Context: an optimization exercise on an open-source flow, tuned for small area. The choices shown serve that exercise and are no tape-out recipe.
In this exercise RTL edits were held to simulation tests only and were not proved equivalent to the original.
The clock input has no modelled driver; a real chip could not lean on it and would need a root buffer or a full tree.
Power is estimated from default activity; no workload was simulated.

==> inputs of 09-04 <==
==> flow/design.v <==
module DebouncePulse (
    input  clk,
    input  in,
    output out
);
    reg [3:0] s;
    always @(posedge clk) begin
        s[0] <= in & (~s[1] | s[2]);
        s[1] <= in & ~s[2];
        s[2] <= in & (s[2] ^ s[3]);
        s[3] <= in & ~s[0];
    end
    assign out = s[0] & s[1] & s[2];
endmodule
module UART (
    input        rst,
    input        clk,
    input        pop,       
    input  [2:0] code,      
    output       ready,
    output       tx
);
    reg [13:0] v;
    wire baud = (v == 14'h0E53);
    always @(posedge clk) begin
        if (rst)       v <= 14'd0;
        else if (baud) v <= 14'd1;
        else           v <= {v[12:0], ~(v[13] ^ v[12])};
    end
    reg [3:0] u;
    reg [2:0] cd;
    always @(posedge clk) begin
        if (rst) u <= 4'd0;
        else case (u)
            4'd0:  if (pop) u <= 4'd1;
            4'd1:  u <= 4'd2;
            4'd2:  if (baud) u <= 4'd3;
            4'd3:  if (baud) u <= 4'd4;
            4'd4:  if (baud) u <= 4'd5;
            4'd5:  if (baud) u <= 4'd6;
            4'd6:  if (baud) u <= 4'd7;
            4'd7:  if (baud) u <= 4'd8;
            4'd8:  if (baud) u <= 4'd9;
            4'd9:  if (baud) u <= 4'd10;
            4'd10: if (baud) u <= 4'd11;
            4'd11: if (baud) u <= 4'd12;
            default: u <= 4'd0;
        endcase
        if (u == 4'd0 && pop) cd <= code;
    end
    assign ready = (u == 4'd0) | (u == 4'd1);
    wire [3:0] d = (cd == 3'd5) ? 4'd8 : {1'b0, cd};
    reg txr;
    always @* case (u)
        4'd3:  txr = 1'b0;           
        4'd4:  txr = d[0];
        4'd5:  txr = d[1];
        4'd6:  txr = d[2];
        4'd7:  txr = d[3];
        4'd8, 4'd9, 4'd10, 4'd11: txr = 1'b0;
        default: txr = 1'b1;         
    endcase
    assign tx = txr;
endmodule
module PmodGYRO (
	input rst,
	input clk,
	output reg cs,
	output     sclk,
	output reg mosi,
	input      miso,
	output [15:0] data_x,
	output [15:0] data_y,
	output [15:0] data_z,
	output        valid,
	output        update
);
	reg [19:0] c;
	reg  [2:0] b;
	reg  [1:0] ph;
	reg [47:0] sr;
	reg [47:0] xyz;
	reg        vld;
	wire run = &ph;
	wire fin = run ? (&b) : b[1];
	wire e   = c[3] & c[0] & (fin ? c[19] : c[7]);
	wire carry = &c[7:0];
	always @(posedge clk) begin
		if (rst) begin
			c  <= 20'h80009;
			b  <= 3'd7;
			ph <= 2'd0;
		end else begin
			c[18:8] <= c[18:8] + {10'd0, carry};
			if (e) begin
				c[7:0] <= 8'd9;
				c[19]  <= 1'b0;
				if (fin) begin
					b <= 3'd0;
					if (!run && !b[2]) ph <= ph + 2'd1;
				end else
					b <= b + 3'd1;
			end else begin
				c[7:0] <= c[7:0] + 8'd1;
				c[19]  <= c[19] | (carry & (&c[18:8]));
			end
		end
	end
	always @(posedge clk)
		cs <= rst | (fin & (cs | ~c[0]));
	wire load = run & fin & ~cs & c[0];
	assign update = run & fin & ~cs & ~c[0];
	reg nb;
	wire [2:0] bi = run ? ((b == 3'd0) ? 3'd4 : 3'd5) : {1'b0, ph + b[1:0]};
	always @* case ({bi, c[6:4]})
		6'd2: nb = 1'b1;
		6'd12: nb = 1'b1;
		6'd13: nb = 1'b1;
		6'd14: nb = 1'b1;
		6'd15: nb = 1'b1;
		6'd18: nb = 1'b1;
		6'd21: nb = 1'b1;
		6'd27: nb = 1'b1;
		6'd32: nb = 1'b1;
		6'd33: nb = 1'b1;
		6'd34: nb = 1'b1;
		6'd36: nb = 1'b1;
		default: nb = 1'b0;
	endcase
	always @(posedge clk) begin
		if (rst)
			mosi <= 1'b0;
		else if (!fin && c[3:0] == 4'd15)
			mosi <= nb;
	end
	assign sclk = fin | c[3];
	always @(posedge clk)
		if (c[3:0] == 4'd7)
			sr <= {sr[46:0], miso};
	always @(posedge clk) begin
		if (load)
			xyz <= {sr[7:0], sr[15:8], sr[23:16], sr[31:24], sr[39:32], sr[47:40]};
		if (rst)
			vld <= 1'b0;
		else if (load)
			vld <= 1'b1;
	end
	assign data_z = xyz[47:32];
	assign data_y = xyz[31:16];
	assign data_x = xyz[15:0];
	assign valid  = vld;
endmodule
module TopGlove (
    input clk,
    input rst,
    input [1:0] sw,
    input btn_up,
    input btn_down,
    input btn_left,
    input btn_center,
    output gyro_cs,
    output gyro_sclk,
    output gyro_mosi,
    input  gyro_miso,
    output reg [15:0] LED,
    input       master_rts,
    output      master_rx,
    input       master_tx,
    output      master_cts
);
    wire up_p, down_p, left_p, center_p;
    DebouncePulse db_up(.clk(clk), .in(btn_up), .out(up_p));
    DebouncePulse db_down(.clk(clk), .in(btn_down), .out(down_p));
    DebouncePulse db_left(.clk(clk), .in(btn_left), .out(left_p));
    DebouncePulse db_center(.clk(clk), .in(btn_center), .out(center_p));
    assign master_cts = 0;
    wire [15:0] data_x, data_y, data_z;
    wire valid, update;
    PmodGYRO pgyro0 (
        .rst   (rst),
        .clk   (clk),
        .cs    (gyro_cs),
        .sclk  (gyro_sclk),
        .mosi  (gyro_mosi),
        .miso  (gyro_miso),
        .data_x(data_x),
        .data_y(data_y),
        .data_z(data_z),
        .valid (valid),
        .update(update)
    );
    reg [2:0] buffer [0:3];
    reg [1:0] head, tail;
    reg       tb;       
    wire ready;
    wire pop = ready && !master_rts && head != tail;
    UART master (
        .rst  (rst),
        .clk  (clk),
        .pop  (pop),
        .code (buffer[head]),
        .ready(ready),
        .tx   (master_rx)
    );
    wire notfull = (tail == 2'd3) || (tail + 2'd1 != head);
    wire [4:0] g = tb ? data_z[15:11] : data_y[15:11];
    wire g_neg = g[4] & ~&g[3:0];    
    wire g_pos = ~g[4] & |g[3:1];    
    reg       push;
    reg [2:0] wcode;
    always @* begin
        push = 1'b1;
        if (left_p)        wcode = 3'd4;
        else if (center_p) wcode = 3'd5;
        else if (up_p)     wcode = 3'd6;
        else if (down_p)   wcode = 3'd7;
        else begin
            wcode = {1'b0, ~tb, g_pos};
            push  = update & (g_neg | g_pos);
        end
    end
    always @(posedge clk) begin
        if (notfull && push)
            buffer[tail] <= wcode;
        if (rst) begin
            head <= 0;
            tail <= 0;
            tb   <= 0;
        end else begin
            if (pop)
                head <= head + 1;
            if (notfull && push)
                tail <= tail + 1;
            if (!notfull)
                tb <= 0;
            else if (!(left_p | center_p | up_p | down_p) && update)
                tb <= ~tb;
        end
    end
    wire sel_x = valid & ~sw[1] & ~sw[0];
    wire sel_y = valid & ~sw[1] & sw[0];
    wire sel_z = valid & sw[1];
    always @*
        LED = ({16{sel_x}} & data_x) | ({16{sel_y}} & data_y) | ({16{sel_z}} & data_z);
endmodule
==> flow/flow/run.sh <==
#!/bin/bash
# The standard layout, with three changes:
#  - synthesis maps logic with an area-oriented ABC script (flow/area.abc)
#    in place of ORFS's speed script; everything else in synthesis is as
#    standard.sh runs it;
#  - port buffers are sky130_fd_sc_hd__buf_1;
#  - the clock tree uses clkbuf_8 and no dummy loads.
set -euo pipefail
export CTS_TREE_NET=clk CTS_TREE_MAX_SINKS=18 CTS_TREE_LEAF=sky130_fd_sc_hd__clkbuf_8 CTS_TREE_ROOT=sky130_fd_sc_hd__clkbuf_4
W=$(pwd)
sed "s#^  log_cmd abc {\*}\$abc_args#  set abc_args [lreplace \$abc_args 1 1 $W/flow/area.abc]\n  log_cmd abc {*}\$abc_args#" \
  "$FLOW_HOME/scripts/synth.tcl" > "$W/synth_area.tcl"
sed "s#source \$::env(SCRIPTS_DIR)/synth.tcl#source $W/synth_area.tcl#" synth_recipe.tcl > "$W/synth_recipe_area.tcl"
bash standard.sh "SYNTH_SCRIPT=$W/synth_recipe_area.tcl" \
  "BUFFER_PORTS_ARGS=-buffer_cell sky130_fd_sc_hd__buf_1" \
  "PRE_CTS_TCL=$W/flow/cts_tree.tcl" \
  "CTS_ARGS=-sink_clustering_enable -repair_clock_nets -dont_use_dummy_load -buf_list sky130_fd_sc_hd__clkbuf_8" \
  finish > standard.log 2>&1
==> flow/flow/area.abc <==
strash
dc2
dch -f
amap -m
topo
mfs3 -aez
topo
==> flow/flow/cts_tree.tcl <==
# Sourced before CTS (PRE_CTS_TCL). Replaces TritonCTS with a two-level
# clock tree: the flip-flops are split by recursive median bisection into
# groups of at most CTS_TREE_MAX_SINKS, each group is driven by a leaf
# buffer at its centre, and one root buffer, driven by the clock port,
# drives the leaf buffers. All flip-flops are two buffers from the port.
rename clock_tree_synthesis __triton_clock_tree_synthesis

proc cts_tree_bisect {pts maxn} {
  set n [llength $pts]
  if {$n <= $maxn} { return [list $pts] }
  set xs {}; set ys {}
  foreach p $pts { lappend xs [lindex $p 0]; lappend ys [lindex $p 1] }
  set dx [expr {[tcl::mathfunc::max {*}$xs] - [tcl::mathfunc::min {*}$xs]}]
  set dy [expr {[tcl::mathfunc::max {*}$ys] - [tcl::mathfunc::min {*}$ys]}]
  set k [expr {$dx >= $dy ? 0 : 1}]
  set s [lsort -integer -index $k $pts]
  set g [expr {($n + $maxn - 1) / $maxn}]
  set g1 [expr {$g / 2}]
  set cut [expr {int(round(double($n) * $g1 / $g))}]
  return [concat [cts_tree_bisect [lrange $s 0 [expr {$cut - 1}]] $maxn] \
                 [cts_tree_bisect [lrange $s $cut end] $maxn]]
}

proc cts_tree_place {inst x y} {
  set m [$inst getMaster]
  $inst setLocation [expr {int($x - [$m getWidth] / 2)}] [expr {int($y - [$m getHeight] / 2)}]
  $inst setPlacementStatus PLACED
}

proc clock_tree_synthesis {args} {
  set db [ord::get_db]
  set block [ord::get_db_block]
  set clk [$block findNet $::env(CTS_TREE_NET)]
  set pts {}
  foreach it [$clk getITerms] {
    set bb [[$it getInst] getBBox]
    lappend pts [list [expr {([$bb xMin] + [$bb xMax]) / 2}] \
                      [expr {([$bb yMin] + [$bb yMax]) / 2}] $it]
  }
  set groups [cts_tree_bisect $pts $::env(CTS_TREE_MAX_SINKS)]
  set leafm [$db findMaster $::env(CTS_TREE_LEAF)]
  set rootm [$db findMaster $::env(CTS_TREE_ROOT)]
  set rootnet [odb::dbNet_create $block clknet_root]
  $rootnet setSigType CLOCK
  set i 0; set sx 0.0; set sy 0.0
  foreach grp $groups {
    set cx 0.0; set cy 0.0
    foreach p $grp { set cx [expr {$cx + [lindex $p 0]}]; set cy [expr {$cy + [lindex $p 1]}] }
    set cx [expr {$cx / [llength $grp]}]; set cy [expr {$cy / [llength $grp]}]
    set net [odb::dbNet_create $block clknet_leaf_$i]
    $net setSigType CLOCK
    foreach p $grp {
      set it [lindex $p 2]
      $it disconnect
      $it connect $net
    }
    set buf [odb::dbInst_create $block $leafm clkbuf_leaf_$i]
    [$buf findITerm A] connect $rootnet
    [$buf findITerm X] connect $net
    cts_tree_place $buf $cx $cy
    puts "cts_tree: leaf $i drives [llength $grp] sinks at ([expr {int($cx)}], [expr {int($cy)}])"
    set sx [expr {$sx + $cx}]; set sy [expr {$sy + $cy}]
    incr i
  }
  set root [odb::dbInst_create $block $rootm clkbuf_root]
  [$root findITerm A] connect $clk
  [$root findITerm X] connect $rootnet
  cts_tree_place $root [expr {$sx / $i}] [expr {$sy / $i}]
  puts "cts_tree: root drives $i leaf buffers"
  global_connect
  set_propagated_clock [all_clocks]
}
==> flow/standard.sh <==
#!/bin/bash
# synth_recipe.tcl (not shown) runs the flow's synth.tcl, then flattens the netlist and writes it again
# the make line also repeats each setting of config.mk as NAME=value (left out here)
make -C /OpenROAD-flow-scripts/flow DESIGN_CONFIG=/design/flow/config.mk WORK_HOME=/design/flow/orfs CLKGATE_MAP_FILE= SYNTH_SCRIPT=/design/flow/synth_recipe.tcl "${@:-finish}"
==> flow/config.mk <==
export PLATFORM = sky130hd
export DESIGN_NAME = TopGlove
export DESIGN_NICKNAME = TopGlove
export VERILOG_FILES = /design/flow/design.v
export SDC_FILE = /design/flow/constraint.sdc
export NUM_CORES = 4
export LEC_CHECK = 0
export CAP_MARGIN = 20
export CORE_MARGIN = 2
export CORE_UTILIZATION = 40
export CTS_BUF_LIST = sky130_fd_sc_hd__clkbuf_8
export SLEW_MARGIN = 20
==> flow/constraint.sdc <==
create_clock -name core_clock -period 10.0 [get_ports {clk}]
set_input_delay 2.0000 -clock core_clock [delete_from_list [all_inputs] [get_ports {clk}]]
set_output_delay 2.0000 -clock core_clock [all_outputs]
set_load 0.01 [all_outputs]
==> 09-10: changes against 09-04 <==
--- a/flow/design.v
+++ b/flow/design.v
@@ -5,8 +5,9 @@
 );
-    reg [3:0] s;
-    always @(posedge clk) begin
-        s[0] <= in & (~s[1] | s[2]);
-        s[1] <= in & ~s[2];
-        s[2] <= in & (s[2] ^ s[3]);
-        s[3] <= in & ~s[0];
+    reg  [3:0] t;
+    wire [3:0] s = t ^ 4'b1011;
+    always @(posedge clk) begin
+        t[0] <= ~(in & (~s[1] | s[2]));
+        t[1] <= ~(in & ~s[2]);
+        t[2] <=   in & (s[2] ^ s[3]);
+        t[3] <= ~(in & ~s[0]);
     end
@@ -22,28 +23,36 @@
 );
-    reg [13:0] v;
+    localparam [13:0] PV = 14'h0008;    
+    reg  [13:0] vt;
+    wire [13:0] v = vt ^ PV;
     wire baud = (v == 14'h0E53);
     always @(posedge clk) begin
-        if (rst)       v <= 14'd0;
-        else if (baud) v <= 14'd1;
-        else           v <= {v[12:0], ~(v[13] ^ v[12])};
-    end
-    reg [3:0] u;
-    reg [2:0] cd;
-    always @(posedge clk) begin
-        if (rst) u <= 4'd0;
+        if (rst)       vt <= 14'd0 ^ PV;
+        else if (baud) vt <= 14'd1 ^ PV;
+        else           vt <= {v[12:0], ~(v[13] ^ v[12])} ^ PV;
+    end
+    localparam [3:0] PU = 4'h1;          
+    reg  [3:0] ut;
+    wire [3:0] u = ut ^ PU;
+    reg  [3:0] u_n;
+    reg  [2:0] cd;
+    always @* begin
+        if (rst) u_n = 4'd0;
         else case (u)
-            4'd0:  if (pop) u <= 4'd1;
-            4'd1:  u <= 4'd2;
-            4'd2:  if (baud) u <= 4'd3;
-            4'd3:  if (baud) u <= 4'd4;
-            4'd4:  if (baud) u <= 4'd5;
-            4'd5:  if (baud) u <= 4'd6;
-            4'd6:  if (baud) u <= 4'd7;
-            4'd7:  if (baud) u <= 4'd8;
-            4'd8:  if (baud) u <= 4'd9;
-            4'd9:  if (baud) u <= 4'd10;
-            4'd10: if (baud) u <= 4'd11;
-            4'd11: if (baud) u <= 4'd12;
-            default: u <= 4'd0;
+            4'd0:  u_n = pop ? 4'd1 : 4'd0;
+            4'd1:  u_n = 4'd2;
+            4'd2:  u_n = baud ? 4'd3 : 4'd2;
+            4'd3:  u_n = baud ? 4'd4 : 4'd3;
+            4'd4:  u_n = baud ? 4'd5 : 4'd4;
+            4'd5:  u_n = baud ? 4'd6 : 4'd5;
+            4'd6:  u_n = baud ? 4'd7 : 4'd6;
+            4'd7:  u_n = baud ? 4'd8 : 4'd7;
+            4'd8:  u_n = baud ? 4'd9 : 4'd8;
+            4'd9:  u_n = baud ? 4'd10 : 4'd9;
+            4'd10: u_n = baud ? 4'd11 : 4'd10;
+            4'd11: u_n = baud ? 4'd12 : 4'd11;
+            default: u_n = 4'd0;
         endcase
+    end
+    always @(posedge clk) begin
+        ut <= u_n ^ PU;
         if (u == 4'd0 && pop) cd <= code;
@@ -77,5 +86,11 @@
 );
-	reg [19:0] c;
-	reg  [2:0] b;
-	reg  [1:0] ph;
+	localparam [19:0] PC = 20'h00810;
+	localparam [2:0]  PB = 3'h0;
+	localparam [1:0]  PP = 2'h0;
+	reg [19:0] ct;
+	reg  [2:0] bt;
+	reg  [1:0] pt;
+	wire [19:0] c  = ct ^ PC;
+	wire  [2:0] b  = bt ^ PB;
+	wire  [1:0] ph = pt ^ PP;
 	reg [47:0] sr;
@@ -87,22 +102,33 @@
 	wire carry = &c[7:0];
-	always @(posedge clk) begin
+	reg [19:0] c_n;
+	reg  [2:0] b_n;
+	reg  [1:0] ph_n;
+	always @* begin
+		c_n  = c;
+		b_n  = b;
+		ph_n = ph;
 		if (rst) begin
-			c  <= 20'h80009;
-			b  <= 3'd7;
-			ph <= 2'd0;
+			c_n  = 20'h80009;
+			b_n  = 3'd7;
+			ph_n = 2'd0;
 		end else begin
-			c[18:8] <= c[18:8] + {10'd0, carry};
+			c_n[18:8] = c[18:8] + {10'd0, carry};
 			if (e) begin
-				c[7:0] <= 8'd9;
-				c[19]  <= 1'b0;
+				c_n[7:0] = 8'd9;
+				c_n[19]  = 1'b0;
 				if (fin) begin
-					b <= 3'd0;
-					if (!run && !b[2]) ph <= ph + 2'd1;
+					b_n = 3'd0;
+					if (!run && !b[2]) ph_n = ph + 2'd1;
 				end else
-					b <= b + 3'd1;
+					b_n = b + 3'd1;
 			end else begin
-				c[7:0] <= c[7:0] + 8'd1;
-				c[19]  <= c[19] | (carry & (&c[18:8]));
+				c_n[7:0] = c[7:0] + 8'd1;
+				c_n[19]  = c[19] | (carry & (&c[18:8]));
 			end
 		end
+	end
+	always @(posedge clk) begin
+		ct <= c_n ^ PC;
+		bt <= b_n ^ PB;
+		pt <= ph_n ^ PP;
 	end
--- a/flow/flow/run.sh
+++ b/flow/flow/run.sh
@@ -1,3 +1,3 @@
 #!/bin/bash
-# The standard layout, with three changes:
+# The standard layout, with these changes:
 #  - synthesis maps logic with an area-oriented ABC script (flow/area.abc)
@@ -6,3 +6,6 @@
 #  - port buffers are sky130_fd_sc_hd__buf_1;
-#  - the clock tree uses clkbuf_8 and no dummy loads.
+#  - the clock tree is built by flow/cts_tree.tcl (a root buffer driving
+#    leaf buffers of at most CTS_TREE_MAX_SINKS flip-flops each) in place
+#    of TritonCTS.
+# Each tool's output goes to the ORFS logs under orfs/logs and to standard.log.
 set -euo pipefail
CAP_MARGIN = 0   (was 20)
SLEW_MARGIN = 0   (was 20)
==> 05-28: changes against 09-04 <==
--- a/flow/design.v
+++ b/flow/design.v
@@ -36,13 +36,4 @@
             4'd1:  u <= 4'd2;
-            4'd2:  if (baud) u <= 4'd3;
-            4'd3:  if (baud) u <= 4'd4;
-            4'd4:  if (baud) u <= 4'd5;
-            4'd5:  if (baud) u <= 4'd6;
-            4'd6:  if (baud) u <= 4'd7;
-            4'd7:  if (baud) u <= 4'd8;
-            4'd8:  if (baud) u <= 4'd9;
-            4'd9:  if (baud) u <= 4'd10;
-            4'd10: if (baud) u <= 4'd11;
-            4'd11: if (baud) u <= 4'd12;
-            default: u <= 4'd0;
+            4'd12: u <= 4'd0;
+            default: if (baud) u <= u + 4'd1;
         endcase
@@ -52,13 +43,3 @@
     wire [3:0] d = (cd == 3'd5) ? 4'd8 : {1'b0, cd};
-    reg txr;
-    always @* case (u)
-        4'd3:  txr = 1'b0;           
-        4'd4:  txr = d[0];
-        4'd5:  txr = d[1];
-        4'd6:  txr = d[2];
-        4'd7:  txr = d[3];
-        4'd8, 4'd9, 4'd10, 4'd11: txr = 1'b0;
-        default: txr = 1'b1;         
-    endcase
-    assign tx = txr;
+    assign tx = (u <= 4'd2) | (u == 4'd12) | (u[3:2] == 2'b01 & d[u[1:0]]);
 endmodule
@@ -112,19 +93,13 @@
 	assign update = run & fin & ~cs & ~c[0];
-	reg nb;
-	wire [2:0] bi = run ? ((b == 3'd0) ? 3'd4 : 3'd5) : {1'b0, ph + b[1:0]};
-	always @* case ({bi, c[6:4]})
-		6'd2: nb = 1'b1;
-		6'd12: nb = 1'b1;
-		6'd13: nb = 1'b1;
-		6'd14: nb = 1'b1;
-		6'd15: nb = 1'b1;
-		6'd18: nb = 1'b1;
-		6'd21: nb = 1'b1;
-		6'd27: nb = 1'b1;
-		6'd32: nb = 1'b1;
-		6'd33: nb = 1'b1;
-		6'd34: nb = 1'b1;
-		6'd36: nb = 1'b1;
-		default: nb = 1'b0;
-	endcase
+	reg [7:0] cmd;
+	always @* begin
+		if (run)
+			cmd = (b == 3'd0) ? 8'hE8 : 8'h00;
+		else case (ph + b[1:0])
+			2'd0: cmd = 8'h20;
+			2'd1: cmd = 8'h0F;
+			2'd2: cmd = 8'h24;
+			default: cmd = 8'h10;
+		endcase
+	end
 	always @(posedge clk) begin
@@ -133,3 +108,3 @@
 		else if (!fin && c[3:0] == 4'd15)
-			mosi <= nb;
+			mosi <= cmd[~c[6:4]];
 	end
--- a/flow/flow/run.sh
+++ b/flow/flow/run.sh
@@ -8,3 +8,2 @@
 set -euo pipefail
-export CTS_TREE_NET=clk CTS_TREE_MAX_SINKS=18 CTS_TREE_LEAF=sky130_fd_sc_hd__clkbuf_8 CTS_TREE_ROOT=sky130_fd_sc_hd__clkbuf_4
 W=$(pwd)
@@ -15,3 +14,2 @@
   "BUFFER_PORTS_ARGS=-buffer_cell sky130_fd_sc_hd__buf_1" \
-  "PRE_CTS_TCL=$W/flow/cts_tree.tcl" \
   "CTS_ARGS=-sink_clustering_enable -repair_clock_nets -dont_use_dummy_load -buf_list sky130_fd_sc_hd__clkbuf_8" \
==> flow/flow/area.abc (replaced) <==
strash
dc2
dch -f
amap
topo
removed: flow/flow/cts_tree.tcl
==> 12-24: changes against 09-04 <==
--- a/flow/flow/run.sh
+++ b/flow/flow/run.sh
@@ -8,3 +8,3 @@
 set -euo pipefail
-export CTS_TREE_NET=clk CTS_TREE_MAX_SINKS=18 CTS_TREE_LEAF=sky130_fd_sc_hd__clkbuf_8 CTS_TREE_ROOT=sky130_fd_sc_hd__clkbuf_4
+export CTS_TREE_NET=clk CTS_TREE_MAX_SINKS=36 CTS_TREE_LEAF=sky130_fd_sc_hd__clkbuf_16 CTS_TREE_ROOT=sky130_fd_sc_hd__clkbuf_4
 W=$(pwd)
==> notes <==
Flip-flop and latch count is the same in 09-04 and 09-10.
Wire length, highest first: 05-28, 09-04, 09-10, 12-24.
Between 09-04 and 09-10, the lower clock power is in 09-10 (gap about 2%, measured against 09-10).
Sequential share of layout area, highest first: 09-10, 12-24, 09-04, 05-28.
Die area is the same in 09-04 and 12-24.
Between 05-28 and 09-10, the lower area after synthesis is in 09-10 (gap about 2.5%, measured against 09-10).
Clock skew, lowest first: 09-10, 12-24, 09-04, 05-28.
Between 09-04 and 12-24, the lower global-route usage is in 12-24 (gap 0.12 points).
First-iteration DRC count: 05-28 > 12-24 > 09-04 > 09-10.
Power, highest first: 05-28, 09-04, 12-24, 09-10.
==> figures <==
Maximum resistive drop on vdd: 09-04 0.00009363 V; 12-24 0.0001511 V; 05-28 0.0001030 V; 09-10 0.00009690 V
Length in cells of the worst reg-to-reg path: 09-04 15; 12-24 15; 05-28 10; 09-10 9
Share of total power in combinational logic: 09-04 0.112; 12-24 0.113; 05-28 0.125; 09-10 0.091
Multiplexer share of the synthesized area: 09-04 0; 12-24 0; 05-28 0; 09-10 0.001573
Nets in the synthesized netlist: 09-04 522; 12-24 522; 05-28 533; 09-10 498
Result of the run: 09-04 timing/DRC/antenna clean; 12-24 timing/DRC/antenna clean; 05-28 timing/DRC/antenna clean; 09-10 timing/DRC/antenna clean
Highest routing layer actually used: 09-04 met4; 12-24 met5; 05-28 met4; 09-10 met4
Met3 wire length: 09-04 384 um; 12-24 360 um; 05-28 497 um; 09-10 364 um
Number of multi-input logic gates: 09-04 257; 12-24 257; 05-28 257; 09-10 246
PnR Total Power: 09-04 0.001267 W; 12-24 0.001261 W; 05-28 0.001366 W; 09-10 0.001223 W
Antenna violations before repair: 09-04 1; 12-24 1; 05-28 0; 09-10 1
Fill cells: 09-04 1471; 12-24 1466; 05-28 1490; 09-10 1435
Total via count in the routed design: 09-04 3805; 12-24 3773; 05-28 3891; 09-10 3668
Avg Inst Size Synth: 09-04 13.00 um2; 12-24 13.00 um2; 05-28 12.97 um2; 09-10 13.45 um2
Adder-cell share of the synthesized area: 09-04 0.02712; 12-24 0.02712; 05-28 0.03645; 09-10 0.02753
Power of the clock network: 09-04 0.000293 W; 12-24 0.000286 W; 05-28 0.000359 W; 09-10 0.000288 W
Drt via density: 09-04 5.026; 12-24 5.024; 05-28 5.060; 09-10 4.997
Critical path's largest stage delay: 09-04 0.87 ns; 12-24 0.86 ns; 05-28 0.54 ns; 09-10 0.84 ns
Fraction of area in multi-input gates: 09-04 0.2239; 12-24 0.2244; 05-28 0.2237; 09-10 0.2192
Netlist Area Pre-Place: 09-04 0.006460 mm2; 12-24 0.006460 mm2; 05-28 0.006523 mm2; 09-10 0.006364 mm2
Cell with the biggest individual delay on the critical path: 09-04 and2_0; 12-24 and2_0; 05-28 a222oi_1; 09-10 and2_0
The clock cells of 09-04, 09-10 and 12-24 come from the design's own scripts or RTL, not from TritonCTS.

-- afterwards: timing with drivers on the ports --
How much do the figures lean on ideal ports? The routed layouts below were timed once more, with nothing changed but the port constraints.
Step 1, drivers: a clkbuf_16 drives clk and a buf_2 each remaining input, both assumed.
Step 2 also shifts input and output timing later by t, the mid clock arrival at the registers, as if the neighbouring blocks saw the same clock.
Three values: ideal ports, drivers, drivers and shift; two values: the first two.
run	shift t [ns]	slack for setup (ns)	cell pins on the clock port's net
09-04	0.563	4.457 / 4.427 / 4.427	1
09-10	0.544	4.505 / 4.477 / 4.477	1
05-28	0.469	4.580 / 4.551 / 4.551	1
12-24	0.513	4.510 / 4.481 / 4.481	1
After both steps setup and hold are still met in every run listed. The setup slack of 09-04, which loses most, moves by -0.030 ns with the drivers and by -0.030 ns with both steps.
